What follows belongs to an exercise in optimizing a design on an open flow for small area; a production flow would make more cautious choices.
The RTL was checked by simulation tests, not by an equivalence proof against the original design.
Power is estimated from default activity; no workload was simulated.

v13:
## conv_top
module conv_top (
   input  logic         clk,
   input  logic         rst,
   input  logic [511:0] image,
   input  logic [71:0]  kernel,
   output logic [287:0] conv_out,
   output logic         layer_done_out
);
For scale: about 880 I/O pins.
==> flow/config.mk <==
export PLATFORM = sky130hd
export DESIGN_NAME = conv_top
export DESIGN_NICKNAME = conv_top
export VERILOG_FILES = /design/flow/design.v
export SDC_FILE = /design/flow/constraint.sdc
export NUM_CORES = 4
export LEC_CHECK = 0
export CAP_MARGIN = 20
export CORE_MARGIN = 2
export CORE_UTILIZATION = 30
export GPL_TIMING_DRIVEN = 0
export PLACE_DENSITY = 0.6
export SLEW_MARGIN = 20
export SYNTH_HIERARCHICAL = 1
export SYNTH_MINIMUM_KEEP_SIZE = 0
==> flow/constraint.sdc <==
create_clock -name core_clock -period 11.0 [get_ports {clk}]
set_input_delay 2.2000 -clock core_clock [delete_from_list [all_inputs] [get_ports {clk}]]
set_output_delay 2.2000 -clock core_clock [all_outputs]
set_load 0.01 [all_outputs]
standard.sh (not shown) runs the stock make flow with config.mk's settings and CLKGATE_MAP_FILE= SYNTH_SCRIPT=/design/flow/synth_recipe.tcl, a recipe that flattens the netlist after the stock synthesis.
==> flow/flow/run.sh <==
#!/bin/bash
# The standard layout (standard.sh, with the standard synthesis unchanged),
# with changes that only affect cell sizes:
#  - after synthesis, combinational cells that abc upsized are set back to
#    drive strength 1 (flow/downsize.tcl); the repair steps of the layout
#    upsize again where timing, slew or load need it;
#  - the port buffers that global placement inserts use buf_1;
#  - clock tree synthesis uses clkbuf_4/clkbuf_8 and adds no dummy loads;
#  - global routing runs the power recovery step (RECOVER_POWER), which
#    downsizes cells off the critical paths, and then (flow/post_grt.tcl)
#    repairs slew, capacitance and timing again.
# Each step's full output is in synth.log, downsize.log and layout.log here
# (and ORFS's per-step logs under orfs/logs).
set -e
export CTS_ARGS="-sink_clustering_enable -repair_clock_nets -dont_use_dummy_load -buf_list {sky130_fd_sc_hd__clkbuf_4 sky130_fd_sc_hd__clkbuf_8}"
export RECOVER_POWER=100
export POST_GLOBAL_ROUTE_TCL="$PWD/flow/post_grt.tcl"
export BUFFER_PORTS_ARGS="-buffer_cell sky130_fd_sc_hd__buf_1"
bash standard.sh synth > synth.log 2>&1
openroad -no_init -exit flow/downsize.tcl > downsize.log 2>&1
bash standard.sh > layout.log 2>&1
==> flow/flow/post_grt.tcl <==
# Runs at the end of ORFS's global route step (POST_GLOBAL_ROUTE_TCL), after
# the power recovery (RECOVER_POWER) that downsizes cells off the critical
# paths: repair slew, capacitance and fanout again, legalize, reroute the
# changed nets, repair timing, and write the route guides again.
global_route -start_incremental
repair_design_helper
detailed_placement
global_route -end_incremental
estimate_parasitics -global_routing
global_route -start_incremental
repair_timing_helper
detailed_placement
global_route -end_incremental
estimate_parasitics -global_routing
report_check_types -max_slew -max_capacitance -max_fanout -violators
report_worst_slack
write_guides $::env(RESULTS_DIR)/route.guide
Other scripts of this flow, unchanged in this note and not shown: flow/flow/downsize.tcl
Inputs modified between v13 and v30:
==> flow/flow/run.sh <==
#!/bin/bash
# The standard layout (standard.sh, with the standard synthesis unchanged),
# with changes that only affect cell sizes:
#  - after synthesis, combinational cells that abc upsized are set back to
#    drive strength 1 (flow/downsize.tcl); the repair steps of the layout
#    upsize again where timing, slew or load need it;
#  - the port buffers that global placement inserts use buf_1;
#  - clock tree synthesis uses clkbuf_4/clkbuf_8 and adds no dummy loads.
# Each step's full output is in synth.log, downsize.log and layout.log here
# (and ORFS's per-step logs under orfs/logs).
set -e
export CTS_ARGS="-sink_clustering_enable -repair_clock_nets -dont_use_dummy_load -buf_list {sky130_fd_sc_hd__clkbuf_4 sky130_fd_sc_hd__clkbuf_8}"
export BUFFER_PORTS_ARGS="-buffer_cell sky130_fd_sc_hd__buf_1"
bash standard.sh synth > synth.log 2>&1
openroad -no_init -exit flow/downsize.tcl > downsize.log 2>&1
bash standard.sh > layout.log 2>&1
removed: flow/flow/post_grt.tcl
Compared with v13, v30 shows a share of total power in combinational logic that is 0.4 points higher.
v30 against v13: number of buffers added to fix hold violations after cts was more or less identical; share of the final layout cell area in multi-input gates did not really move; total detailed-routing wirelength neither gained nor lost much.

Another version of the RTL of conv_top (not shown whole).
Size in the first run: about 1800 cells after synthesis, about 0.023 mm² of cells after synthesis.
// conv_top
module conv_top (
   input  logic         clk,
   input  logic         rst,
   input  logic [511:0] image,
   input  logic [71:0]  kernel,
   output logic [287:0] conv_out,
   output logic         layer_done_out
);
logic [2:0] rq;
logic [3:0] tq;
always_ff @(posedge clk or negedge rst) begin
   if (~rst) begin
      rq <= 3'd7;
      tq <= 4'd0;
   end else if (rq == 3'd7) begin
      rq <= 3'd6;
      tq <= 4'd0;
   end else if ((rq == 3'd6 && tq == 4'd4) || tq == 4'd9) begin
      rq <= (rq == 3'd6) ? 3'd0 : rq + 3'd1;
      tq <= 4'd0;
   end else begin
      tq <= tq + 4'd1;
   end
end
assign layer_done_out = (rq == 3'd5) && (tq == 4'd9);
wire [2:0] r = rq;
wire [2:0] t = tq[2:0];
wire [7:0] ct;
wire [5:0] rt;
for (genvar k = 0; k < 8; k++) begin : g_ct
   assign ct[k] = (t == k);
end
for (genvar k = 0; k < 6; k++) begin : g_rt
   assign rt[k] = (r == k);
end
logic [7:0][7:0] colv;
for (genvar x = 0; x < 8; x++) begin : g_colx
   for (genvar b = 0; b < 8; b++) begin : g_colb
      wire n0, n1, n2;
      cv_sel u_m0 (.e0(ct[0]), .x0(image[(x*8+0)*8+b]), .e1(ct[1]), .x1(image[(x*8+1)*8+b]),
                   .e2(ct[2]), .x2(image[(x*8+2)*8+b]), .y(n0));
      cv_sel u_m1 (.e0(ct[3]), .x0(image[(x*8+3)*8+b]), .e1(ct[4]), .x1(image[(x*8+4)*8+b]),
                   .e2(ct[5]), .x2(image[(x*8+5)*8+b]), .y(n1));
      cv_sel2 u_m2 (.e0(ct[6]), .x0(image[(x*8+6)*8+b]), .e1(ct[7]), .x1(image[(x*8+7)*8+b]),
                   .y(n2));
      assign colv[x][b] = ~(n0 & n1 & n2);
   end
end
logic [7:0] p0, p1, p2;
logic [2:0][7:0] pn;
for (genvar i = 0; i < 3; i++) begin : g_rowi
   for (genvar b = 0; b < 8; b++) begin : g_rowb
      wire n0, n1;
      cv_sel u_m0 (.e0(rt[0]), .x0(colv[i+0][b]), .e1(rt[1]), .x1(colv[i+1][b]),
                   .e2(rt[2]), .x2(colv[i+2][b]), .y(n0));
      cv_sel u_m1 (.e0(rt[3]), .x0(colv[i+3][b]), .e1(rt[4]), .x1(colv[i+4][b]),
                   .e2(rt[5]), .x2(colv[i+5][b]), .y(n1));
      assign pn[i][b] = ~(n0 & n1);
   end
  ...
export LEC_CHECK = 0
export CAP_MARGIN = 20
export CORE_MARGIN = 2
export CORE_UTILIZATION = 40
export GPL_TIMING_DRIVEN = 0
export PLACE_DENSITY = 0.6
export SLEW_MARGIN = 20
export SYNTH_HIERARCHICAL = 1
export SYNTH_MINIMUM_KEEP_SIZE = 0
create_clock -name core_clock -period 11.0 [get_ports {clk}]
==> flow/flow/run.sh <==
#!/bin/bash
# The standard layout (standard.sh, with the standard synthesis unchanged),
# with changes that only affect cell sizes:
#  - after synthesis, combinational cells that abc upsized are set back to
#    drive strength 1 (flow/downsize.tcl); the repair steps of the layout
#    upsize again where timing, slew or load need it;
#  - the port buffers that global placement inserts use buf_1;
#  - clock tree synthesis uses clkbuf_4/clkbuf_8 and adds no dummy loads.
# Each step's full output is in synth.log, downsize.log and layout.log here
# (and ORFS's per-step logs under orfs/logs).
set -e
export CTS_ARGS="-sink_clustering_enable -repair_clock_nets -dont_use_dummy_load -buf_list {sky130_fd_sc_hd__clkbuf_4 sky130_fd_sc_hd__clkbuf_8}"
export BUFFER_PORTS_ARGS="-buffer_cell sky130_fd_sc_hd__buf_1"
bash standard.sh synth > synth.log 2>&1
openroad -no_init -exit flow/downsize.tcl > downsize.log 2>&1
bash standard.sh > layout.log 2>&1
==> flow/flow/downsize.tcl <==
# Set combinational cells of the synthesized netlist to drive strength 1.
set odb orfs/results/sky130hd/conv_top/base/1_synth.odb
read_db $odb
set db [ord::get_db]
set block [ord::get_db_block]
set n 0
foreach inst [$block getInsts] {
   set m [$inst getMaster]
   set name [$m getName]
   if {[regexp {^(sky130_fd_sc_hd__([a-z0-9]+))_([0-9]+)$} $name -> base kind drive]} {
      if {$drive <= 1} continue
      if {[regexp {^(df|edf|sdf|dl|sdl|clk|conb|tap|fill|decap|diode|lpflow|probe)} $kind]} continue
      set new [$db findMaster ${base}_1]
      if {$new == "NULL" || $new == ""} continue
      $inst swapMaster $new
      incr n
   }
}
puts "downsized $n instances"
write_db $odb
The baseline aborted during 3_2_place_iop (PPL-0024).
==> next run, changes <==
--- a/flow/config.mk
+++ b/flow/config.mk
@@ -10 +10 @@
-export CORE_UTILIZATION = 40
+export CORE_UTILIZATION = 35
The new run ran to the end with no violations.
Synthesized cell count is unchanged.
Synthesized area stays the same.

static timing again, ports no longer ideal:
Ports are ideal in the flow. The routed layouts listed here were re-timed in OpenROAD. Step 1 sets driving cells, clkbuf_16 on the clock port and buf_2 on the other inputs (assumed; they add their load-dependent delay and slew). Step 2 times the ports against the registers' clock, not the clock port: input delays grow and output delays shrink by t, the midpoint of the rising clock arrivals with the driver on. Slacks: no drivers / after step 1 / after step 2; pairs: no drivers / after step 1.
run	t, ns	slack for setup (ns)	worst hold slack (ns)	clock arrival spread, ns	cell pins on the clock port's net
v13	0.649	0.147 / 0.170 / -0.479	0.288 / 0.288 / 0.288	0.115 / 0.116	1
v30	0.650	0.145 / 0.169 / -0.481	0.288 / 0.288 / 0.288	0.117 / 0.117	1
the second run of note 2	0.693	0.151 / 0.151 / -0.321	0.270 / 0.270 / 0.270	0.093 / 0.093	1
With both steps, setup timing fails in every run listed, where it was met with ideal ports.
